From an optimization exercise on the open Yosys and OpenROAD flow, aimed at small area, a short achievable clock period and few clock cycles per item; shortcuts taken in it are not production practice. RTL that was checked went through simulation tests only; none was proved equivalent to the original.

==> job 6731: inputs <==
## cordic_final
module cordic_final (
    input  wire        clk,
    input  wire        rst_n,
    input  wire        start,
    input  wire [31:0] x_in,
    input  wire        func_select,
    output wire        busy,
    output reg         done,
    output wire [32:0] result
);
export LEC_CHECK = 0
export CAP_MARGIN = 20
export CORE_MARGIN = 2
export CORE_UTILIZATION = 40
export CTS_CLUSTER_DIAMETER = 80
export CTS_CLUSTER_SIZE = 28
export SLEW_MARGIN = 20
create_clock -name core_clock -period 12.0 [get_ports {clk}]
standard.sh (not shown) runs the stock make flow with config.mk's settings and CLKGATE_MAP_FILE= SYNTH_SCRIPT=/design/flow/synth_recipe.tcl, a recipe that flattens the netlist after the stock synthesis.
==> flow/flow/run.sh <==
#!/bin/bash
set -euo pipefail
bash standard.sh SETUP_SLACK_MARGIN=8.65 finish > standard_flow.log 2>&1
==> job 2822 (differences from job 6731) <==
--- a/flow/design.v
+++ b/flow/design.v
@@ -1313,35 +1313,25 @@
     wire mu_282 = mu_248c | mu_249;
     wire mu_283s, mu_283c;
     cf_fa u_mu_283 (.a(mu_250), .b(mu_251), .c(mu_145), .s(mu_283s), .co(mu_283c));
     wire mu_284 = ~(mu_252 ^ mu_142);
     wire mu_285 = mu_252 | mu_142;
-    wire [9:0] mla = {mu_261c, mu_260c, mu_259c, mu_258c, mu_257c, mu_256, mu_254, mu_253, mu_2, mu_1};
-    wire [9:0] mlb = {mu_262s, mu_261s, mu_260s, mu_259s, mu_258s, mu_257s, mu_255, bneg[1], 1'b0, bneg[0]};
-    wire [10:0] mls = {1'b0, mla} + {1'b0, mlb};    
-    reg [19:0] mra;
-    always @(posedge clk) mra <= {mu_283c, mu_282, mu_280c, mu_279, mu_277c, mu_276c, mu_275c, mu_274c, mu_273c, mu_272c, mu_271c, mu_270c, mu_269c, mu_268c, mu_267c, mu_266c, mu_265c, mu_264c, mu_263c, mu_262c};
-    reg [19:0] mrb;
-    always @(posedge clk) mrb <= {mu_284, mu_283s, mu_281, mu_280s, mu_278, mu_277s, mu_276s, mu_275s, mu_274s, mu_273s, mu_272s, mu_271s, mu_270s, mu_269s, mu_268s, mu_267s, mu_266s, mu_265s, mu_264s, mu_263s};
-    reg [0:0] mrc;
-    always @(posedge clk) mrc <= mls[10];
+    reg [29:0] mra;
+    always @(posedge clk) mra <= {mu_283c, mu_282, mu_280c, mu_279, mu_277c, mu_276c, mu_275c, mu_274c, mu_273c, mu_272c, mu_271c, mu_270c, mu_269c, mu_268c, mu_267c, mu_266c, mu_265c, mu_264c, mu_263c, mu_262c, mu_261c, mu_260c, mu_259c, mu_258c, mu_257c, mu_256, mu_254, mu_253, mu_2, mu_1};
+    reg [29:0] mrb;
+    always @(posedge clk) mrb <= {mu_284, mu_283s, mu_281, mu_280s, mu_278, mu_277s, mu_276s, mu_275s, mu_274s, mu_273s, mu_272s, mu_271s, mu_270s, mu_269s, mu_268s, mu_267s, mu_266s, mu_265s, mu_264s, mu_263s, mu_262s, mu_261s, mu_260s, mu_259s, mu_258s, mu_257s, mu_255, bneg[1], 1'b0, bneg[0]};
     reg [0:0] fsr_p14;
     always @(posedge clk) fsr_p14 <= fsr_p13;
-    wire [19:0] fph = mra + mrb + {19'd0, mrc};
-    wire [29:0] fp = {fph, 10'd0};
+    wire [29:0] fp = mra + mrb;
     wire [14:0] rr = fsr_p14 ? fp[28:14] : fp[29:15];
     reg [14:0] res;
     always @(posedge clk) res <= rr;
     reg [0:0] rsa;
     always @(posedge clk) rsa <= fsr_p14 & fp[28];
     reg [0:0] rsb;
     always @(posedge clk) rsb <= fsr_p14 & fp[29];
-    reg [0:0] rsc;
-    always @(posedge clk) rsc <= fsr_p14 & fp[28] & fp[29];
-    reg [0:0] rsd;
-    always @(posedge clk) rsd <= fsr_p14 & (fp[28] | fp[29]);
-    assign result = {{5{rsd}}, {5{rsc}}, {4{rsb}}, {4{rsa}}, res};
+    assign result = {{6{rsb}}, {6{rsa}}, {7{res[14]}}, res[13:0]};
     reg [13:0] vld;
     always @(posedge clk or negedge rst_n) begin
         if (!rst_n) begin vld <= 0; done <= 1'b0; end
         else begin vld <= {vld[12:0], start}; done <= vld[13]; end
     end
==> flow/flow/run.sh (replaced) <==
#!/bin/bash
set -euo pipefail
bash standard.sh SETUP_SLACK_MARGIN=8.5 finish > standard_flow.log 2>&1
==> run summary <==
	job 2822	job 6731
Launch point of the worst hold path	dqs_p5[2]	dqs_p5[1]
Met2 Resource Use GR	28.02%	28.12%
Crit Path Max Fanout	6	5
Share of the final layout cell area in multi-input gates	56.36%	57.20%
Compound-Gate Fraction of Synth Area	13.24%	13.58%
Average instance area after synthesis	10.21 um2	10.14 um2
Outcome	finished clean	finished clean
Via count	29.24k	29.15k
Chip width	336.0 um	334.7 um
Multi-input gates	3134	3150
Clock buffer instance count of the final layout	47	46
Minimum period implied by the final worst setup slack	3634 ps	3521 ps
Wire length reported by the detailed router	90860 um	91050 um
Flop and latch count out of synthesis	784	768
Worst path depth	2	1
Pre-CTS worst setup slack	7926 ps	8015 ps
Non-clock buffer instance count of the final layout	94	80
Slowest cell delay on critical path	380 ps	390 ps
Share of cell area taken by muxes after synthesis	0.6357%	0.7408%
Detailed-routed wire length on met2	43630 um	43490 um
Testbench counts of job 6731, summed over its fixed seeds: cycles 2,168, items 2,048.
No functional check of the RTL was part of job 2822.

==> run X <==
Another version of the RTL of cordic_final (not shown whole).
Design cordic_final, start of the top module:
module cordic_final (
    input  wire        clk,
    input  wire        rst_n,
    input  wire        start,
    input  wire [31:0] x_in,
    input  wire        func_select,
    output wire        busy,
    output reg         done,
    output wire [32:0] result
);
export LEC_CHECK = 0
export CAP_MARGIN = 20
export CORE_MARGIN = 2
export CORE_UTILIZATION = 40
export CTS_CLUSTER_DIAMETER = 80
export CTS_CLUSTER_SIZE = 28
export SLEW_MARGIN = 20
create_clock -name core_clock -period 12.0 [get_ports {clk}]
==> flow/flow/run.sh <==
#!/bin/bash
set -euo pipefail
bash standard.sh SETUP_SLACK_MARGIN=8.5 finish > standard_flow.log 2>&1
==> run E (differences from run X) <==
--- a/flow/design.v
+++ b/flow/design.v
@@ -68,130 +68,168 @@
     wire [15:0] yt6 = (d05[5] ? (d05[4] ? (d05[3] ? (d05[2] ? (d05[1] ? (d05[0] ? 16'd21526 : 16'd18301) : (d05[0] ? 16'd18302 : 16'd15363)) : (d05[1] ? (d05[0] ? 16'd15340 : 16'd12644) : (d05[0] ? 16'd12644 : 16'd10146))) : (d05[2] ? (d05[1] ? (d05[0] ? 16'd9967 : 16'd7639) : (d05[0] ? 16'd7639 : 16'd5431)) : (d05[1] ? (d05[0] ? 16'd5414 : 16'd3291) : (d05[0] ? 16'd3291 : 16'd1220)))) : (d05[3] ? (d05[2] ? (d05[1] ? (d05[0] ? 16'd65340 : 16'd63283) : (d05[0] ? 16'd63283 : 16'd61190)) : (d05[1] ? (d05[0] ? 16'd61173 : 16'd59013) : (d05[0] ? 16'd59013 : 16'd56749))) : (d05[2] ? (d05[1] ? (d05[0] ? 16'd56575 : 16'd54162) : (d05[0] ? 16'd54162 : 16'd51570)) : (d05[1] ? (d05[0] ? 16'd51548 : 16'd48735) : (d05[0] ? 16'd48734 : 16'd45659))))) : (d05[4] ? (d05[3] ? (d05[2] ? (d05[1] ? (d05[0] ? 16'd19876 : 16'd16801) : (d05[0] ? 16'd16802 : 16'd13989)) : (d05[1] ? (d05[0] ? 16'd13966 : 16'd11374) : (d05[0] ? 16'd11374 : 16'd8960))) : (d05[2] ? (d05[1] ? (d05[0] ? 16'd8787 : 16'd6523) : (d05[0] ? 16'd6523 : 16'd4363)) : (d05[1] ? (d05[0] ? 16'd4346 : 16'd2253) : (d05[0] ? 16'd2253 : 16'd196)))) : (d05[3] ? (d05[2] ? (d05[1] ? (d05[0] ? 16'd64316 : 16'd62245) : (d05[0] ? 16'd62245 : 16'd60122)) : (d05[1] ? (d05[0] ? 16'd60105 : 16'd57897) : (d05[0] ? 16'd57897 : 16'd55569))) : (d05[2] ? (d05[1] ? (d05[0] ? 16'd55391 : 16'd52892) : (d05[0] ? 16'd52892 : 16'd50196)) : (d05[1] ? (d05[0] ? 16'd50174 : 16'd47235) : (d05[0] ? 16'd47234 : 16'd44009))))));
     reg [14:0] xs6;
     always @(posedge clk) xs6 <= xt6;
     wire d6s3 = satq ? stq : dq[9];
     reg [15:0] ys6;
     always @(posedge clk) ys6 <= yt6 ^ {16{~d6s3}};
     reg [10:0] dq_p4;
     always @(posedge clk) dq_p4 <= dq;
-    wire [10:0] dsat = satq ? {11{stq}} : dq;
-    reg [10:0] dqs;
-    always @(posedge clk) dqs <= dsat;
+    reg [0:0] satq_p4;
+    always @(posedge clk) satq_p4 <= satq;
+    reg [0:0] stq_p4;
+    always @(posedge clk) stq_p4 <= stq;
+    wire d6s4 = satq_p4 ? stq_p4 : dq_p4[9];
     wire [15:0] ysh6 = {{6{ys6[15]}}, ys6[15:6]};
     wire [15:0] xsh6 = {7'd0, xs6[14:6]};
-    wire [15:0] xn7 = {1'b0, xs6} + ysh6 + {15'd0, ~dqs[9]};
-    wire [15:0] yn7 = (ys6 + xsh6) ^ {16{dqs[9] ^ dqs[8]}};
+    wire [15:0] xn7 = {1'b0, xs6} + ysh6 + {15'd0, ~d6s4};
+    wire d7s4 = satq_p4 ? stq_p4 : dq_p4[8];
+    wire [15:0] yn7 = (ys6 + xsh6) ^ {16{d6s4 ^ d7s4}};
     reg [14:0] xs7;
     always @(posedge clk) xs7 <= xn7[14:0];
     reg [15:0] ys7;
     always @(posedge clk) ys7 <= yn7;
     reg [10:0] dq_p5;
     always @(posedge clk) dq_p5 <= dq_p4;
-    reg [10:0] dqs_p5;
-    always @(posedge clk) dqs_p5 <= dqs;
+    reg [0:0] satq_p5;
+    always @(posedge clk) satq_p5 <= satq_p4;
+    reg [0:0] stq_p5;
+    always @(posedge clk) stq_p5 <= stq_p4;
+    wire d7s5 = satq_p5 ? stq_p5 : dq_p5[8];
     wire [15:0] ysh7 = {{7{ys7[15]}}, ys7[15:7]};
     wire [15:0] xsh7 = {8'd0, xs7[14:7]};
-    wire [15:0] xn8 = {1'b0, xs7} + ysh7 + {15'd0, ~dqs_p5[8]};
-    wire [15:0] yn8 = (ys7 + xsh7) ^ {16{dqs_p5[8] ^ dqs_p5[7]}};
+    wire [15:0] xn8 = {1'b0, xs7} + ysh7 + {15'd0, ~d7s5};
+    wire d8s5 = satq_p5 ? stq_p5 : dq_p5[7];
+    wire [15:0] yn8 = (ys7 + xsh7) ^ {16{d7s5 ^ d8s5}};
     reg [14:0] xs8;
     always @(posedge clk) xs8 <= xn8[14:0];
     reg [15:0] ys8;
     always @(posedge clk) ys8 <= yn8;
     reg [10:0] dq_p6;
     always @(posedge clk) dq_p6 <= dq_p5;
-    reg [10:0] dqs_p6;
-    always @(posedge clk) dqs_p6 <= dqs_p5;
+    reg [0:0] satq_p6;
+    always @(posedge clk) satq_p6 <= satq_p5;
+    reg [0:0] stq_p6;
+    always @(posedge clk) stq_p6 <= stq_p5;
+    wire d8s6 = satq_p6 ? stq_p6 : dq_p6[7];
     wire [15:0] ysh8 = {{8{ys8[15]}}, ys8[15:8]};
     wire [15:0] xsh8 = {9'd0, xs8[14:8]};
-    wire [15:0] xn9 = {1'b0, xs8} + ysh8 + {15'd0, ~dqs_p6[7]};
-    wire [15:0] yn9 = (ys8 + xsh8) ^ {16{dqs_p6[7] ^ dqs_p6[6]}};
+    wire [15:0] xn9 = {1'b0, xs8} + ysh8 + {15'd0, ~d8s6};
+    wire d9s6 = satq_p6 ? stq_p6 : dq_p6[6];
+    wire [15:0] yn9 = (ys8 + xsh8) ^ {16{d8s6 ^ d9s6}};
     reg [14:0] xs9;
     always @(posedge clk) xs9 <= xn9[14:0];
     reg [15:0] ys9;
     always @(posedge clk) ys9 <= yn9;
     reg [10:0] dq_p7;
     always @(posedge clk) dq_p7 <= dq_p6;
-    reg [10:0] dqs_p7;
-    always @(posedge clk) dqs_p7 <= dqs_p6;
+    reg [0:0] satq_p7;
+    always @(posedge clk) satq_p7 <= satq_p6;
+    reg [0:0] stq_p7;
+    always @(posedge clk) stq_p7 <= stq_p6;
+    wire d9s7 = satq_p7 ? stq_p7 : dq_p7[6];
     wire [15:0] ysh9 = {{9{ys9[15]}}, ys9[15:9]};
     wire [15:0] xsh9 = {10'd0, xs9[14:9]};
-    wire [15:0] xn10 = {1'b0, xs9} + ysh9 + {15'd0, ~dqs_p7[6]};
-    wire [15:0] yn10 = (ys9 + xsh9) ^ {16{dqs_p7[6] ^ dqs_p7[5]}};
+    wire [15:0] xn10 = {1'b0, xs9} + ysh9 + {15'd0, ~d9s7};
+    wire d10s7 = satq_p7 ? stq_p7 : dq_p7[5];
+    wire [15:0] yn10 = (ys9 + xsh9) ^ {16{d9s7 ^ d10s7}};
     reg [14:0] xs10;
     always @(posedge clk) xs10 <= xn10[14:0];
     reg [15:0] ys10;
     always @(posedge clk) ys10 <= yn10;
     reg [10:0] dq_p8;
     always @(posedge clk) dq_p8 <= dq_p7;
-    reg [10:0] dqs_p8;
-    always @(posedge clk) dqs_p8 <= dqs_p7;
+    reg [0:0] satq_p8;
+    always @(posedge clk) satq_p8 <= satq_p7;
+    reg [0:0] stq_p8;
+    always @(posedge clk) stq_p8 <= stq_p7;
+    wire d10s8 = satq_p8 ? stq_p8 : dq_p8[5];
     wire [15:0] ysh10 = {{10{ys10[15]}}, ys10[15:10]};
     wire [15:0] xsh10 = {11'd0, xs10[14:10]};
-    wire [15:0] xn11 = {1'b0, xs10} + ysh10 + {15'd0, ~dqs_p8[5]};
-    wire [15:0] yn11 = (ys10 + xsh10) ^ {16{dqs_p8[5] ^ dqs_p8[4]}};
+    wire [15:0] xn11 = {1'b0, xs10} + ysh10 + {15'd0, ~d10s8};
+    wire d11s8 = satq_p8 ? stq_p8 : dq_p8[4];
+    wire [15:0] yn11 = (ys10 + xsh10) ^ {16{d10s8 ^ d11s8}};
     reg [14:0] xs11;
     always @(posedge clk) xs11 <= xn11[14:0];
     reg [15:0] ys11;
     always @(posedge clk) ys11 <= yn11;
     reg [10:0] dq_p9;
     always @(posedge clk) dq_p9 <= dq_p8;
-    reg [10:0] dqs_p9;
-    always @(posedge clk) dqs_p9 <= dqs_p8;
+    reg [0:0] satq_p9;
+    always @(posedge clk) satq_p9 <= satq_p8;
+    reg [0:0] stq_p9;
+    always @(posedge clk) stq_p9 <= stq_p8;
+    wire d11s9 = satq_p9 ? stq_p9 : dq_p9[4];
     wire [15:0] ysh11 = {{11{ys11[15]}}, ys11[15:11]};
     wire [15:0] xsh11 = {12'd0, xs11[14:11]};
-    wire [15:0] xn12 = {1'b0, xs11} + ysh11 + {15'd0, ~dqs_p9[4]};
-    wire [15:0] yn12 = (ys11 + xsh11) ^ {16{dqs_p9[4] ^ dqs_p9[3]}};
+    wire [15:0] xn12 = {1'b0, xs11} + ysh11 + {15'd0, ~d11s9};
+    wire d12s9 = satq_p9 ? stq_p9 : dq_p9[3];
+    wire [15:0] yn12 = (ys11 + xsh11) ^ {16{d11s9 ^ d12s9}};
     reg [14:0] xs12;
     always @(posedge clk) xs12 <= xn12[14:0];
     reg [15:0] ys12;
     always @(posedge clk) ys12 <= yn12;
     reg [10:0] dq_p10;
     always @(posedge clk) dq_p10 <= dq_p9;
-    reg [10:0] dqs_p10;
-    always @(posedge clk) dqs_p10 <= dqs_p9;
+    reg [0:0] satq_p10;
+    always @(posedge clk) satq_p10 <= satq_p9;
+    reg [0:0] stq_p10;
+    always @(posedge clk) stq_p10 <= stq_p9;
+    wire d12s10 = satq_p10 ? stq_p10 : dq_p10[3];
     wire [15:0] ysh12 = {{12{ys12[15]}}, ys12[15:12]};
     wire [15:0] xsh12 = {13'd0, xs12[14:12]};
-    wire [15:0] xn13 = {1'b0, xs12} + ysh12 + {15'd0, ~dqs_p10[3]};
-    wire [15:0] yn13 = (ys12 + xsh12) ^ {16{dqs_p10[3] ^ dqs_p10[2]}};
+    wire [15:0] xn13 = {1'b0, xs12} + ysh12 + {15'd0, ~d12s10};
+    wire d13s10 = satq_p10 ? stq_p10 : dq_p10[2];
+    wire [15:0] yn13 = (ys12 + xsh12) ^ {16{d12s10 ^ d13s10}};
     reg [14:0] xs13;
     always @(posedge clk) xs13 <= xn13[14:0];
     reg [15:0] ys13;
     always @(posedge clk) ys13 <= yn13;
     reg [10:0] dq_p11;
     always @(posedge clk) dq_p11 <= dq_p10;
-    reg [10:0] dqs_p11;
-    always @(posedge clk) dqs_p11 <= dqs_p10;
+    reg [0:0] satq_p11;
+    always @(posedge clk) satq_p11 <= satq_p10;
+    reg [0:0] stq_p11;
+    always @(posedge clk) stq_p11 <= stq_p10;
+    wire d13s11 = satq_p11 ? stq_p11 : dq_p11[2];
     wire [15:0] ysh13 = {{13{ys13[15]}}, ys13[15:13]};
     wire [15:0] xsh13 = {14'd0, xs13[14:13]};
-    wire [15:0] xn14 = {1'b0, xs13} + ysh13 + {15'd0, ~dqs_p11[2]};
-    wire [15:0] yn14 = (ys13 + xsh13) ^ {16{dqs_p11[2] ^ dqs_p11[1]}};
+    wire [15:0] xn14 = {1'b0, xs13} + ysh13 + {15'd0, ~d13s11};
+    wire d14s11 = satq_p11 ? stq_p11 : dq_p11[1];
+    wire [15:0] yn14 = (ys13 + xsh13) ^ {16{d13s11 ^ d14s11}};
     reg [14:0] xs14;
     always @(posedge clk) xs14 <= xn14[14:0];
     reg [15:0] ys14;
     always @(posedge clk) ys14 <= yn14;
     reg [10:0] dq_p12;
     always @(posedge clk) dq_p12 <= dq_p11;
-    reg [10:0] dqs_p12;
-    always @(posedge clk) dqs_p12 <= dqs_p11;
+    reg [0:0] satq_p12;
+    always @(posedge clk) satq_p12 <= satq_p11;
+    reg [0:0] stq_p12;
+    always @(posedge clk) stq_p12 <= stq_p11;
+    wire d14s12 = satq_p12 ? stq_p12 : dq_p12[1];
     wire [15:0] ysh14 = {{13{ys14[15]}}, ys14[15:13]};
     wire [15:0] xsh14 = {14'd0, xs14[14:13]};
-    wire [15:0] xn15 = {1'b0, xs14} + ysh14 + {15'd0, ~dqs_p12[1]};
-    wire [15:0] yn15 = (ys14 + xsh14) ^ {16{dqs_p12[1] ^ dqs_p12[0]}};
+    wire [15:0] xn15 = {1'b0, xs14} + ysh14 + {15'd0, ~d14s12};
+    wire d15s12 = satq_p12 ? stq_p12 : dq_p12[0];
+    wire [15:0] yn15 = (ys14 + xsh14) ^ {16{d14s12 ^ d15s12}};
     reg [14:0] xs15;
     always @(posedge clk) xs15 <= xn15[14:0];
     reg [15:0] ys15;
     always @(posedge clk) ys15 <= yn15;
     reg [10:0] dq_p13;
     always @(posedge clk) dq_p13 <= dq_p12;
-    reg [10:0] dqs_p13;
-    always @(posedge clk) dqs_p13 <= dqs_p12;
+    reg [0:0] satq_p13;
+    always @(posedge clk) satq_p13 <= satq_p12;
+    reg [0:0] stq_p13;
+    always @(posedge clk) stq_p13 <= stq_p12;
+    wire d15s13 = satq_p13 ? stq_p13 : dq_p13[0];
     wire [15:0] ysh15 = {{14{ys15[15]}}, ys15[15:14]};
     wire [15:0] xsh15 = {15'd0, xs15[14:14]};
-    wire [15:0] yn16 = (ys15 + xsh15) ^ {16{~dqs_p13[0]}};
+    wire [15:0] yn16 = (ys15 + xsh15) ^ {16{~d15s13}};
     reg [15:0] ys16;
     always @(posedge clk) ys16 <= yn16;
     wire sq_1 = zv[0] & zv[1];
     wire sq_2 = zv[0] & zv[2];
     wire sq_3 = zv[0] & zv[3];
     wire sq_4 = zv[0] & zv[4];
     wire sq_5 = zv[0] & zv[5];
     wire sq_6 = zv[0] & zv[6];
==> comparison <==
Run X completed without violations. Run E finished clean.
Between run E and run X, the lower fmax is in run X (gap 0.52%, measured against run X).
Of run X and run E, run E has the higher die area (gap 1.5%, measured against run E).
Against run X, the via count of run E is higher by 0.75%.
Between run X and run E, the lower cell count is in run X (gap 1.2%, measured against run E).
Of run X and run E, run E has the higher first-iteration DRC count (gap about 8%, measured against run E).
Between run X and run E, the lower clock-buffer cell count is in run E (gap 4).
In run X the register-to-register slack is higher than in run E, by 0.05 ns.
Against run E, the non-clock buffer count of run X is lower by 5.
Between run E and run X, the lower utilization is in run E (gap 0.34 points).
No functional check of the RTL was part of any run of this note.

[re-timing with driven ports]
The results above use ideal ports. As a check the final layouts listed here were re-extracted and re-timed, cells and wires unchanged. Step 1, drivers: a clkbuf_16 drives clk and a buf_2 each remaining input, both assumed. Step 2 also shifts input and output timing later by t, the mid clock arrival at the registers, as if the neighbouring blocks saw the same clock. a / b / c = no drivers / after step 1 / after step 2; a / b = the first two.
| run | t, ns | setup slack, ns | hold WS [ns] | worst data-port slew with drivers (ns) | pins driven straight from the clock port |
|---|---|---|---|---|---|
| job 6731 | 0.678 | 8.479 / 8.411 / 8.099 | 0.319 / 0.319 / 0.319 | 0.05 | 1 |
| job 2822 | 0.672 | 8.366 / 8.305 / 8.056 | 0.309 / 0.309 / 0.309 | 0.03 | 1 |
| run X | 0.693 | 8.459 / 8.395 / 8.037 | 0.327 / 0.327 / 0.327 | 0.04 | 1 |
| run E | 0.684 | 8.477 / 8.415 / 8.045 | 0.330 / 0.330 / 0.330 | 0.05 | 1 |
After both steps every run listed still meets setup and hold. For run E, which loses most, drivers alone change the setup slack by -0.062 ns; drivers and shift together by -0.432 ns.
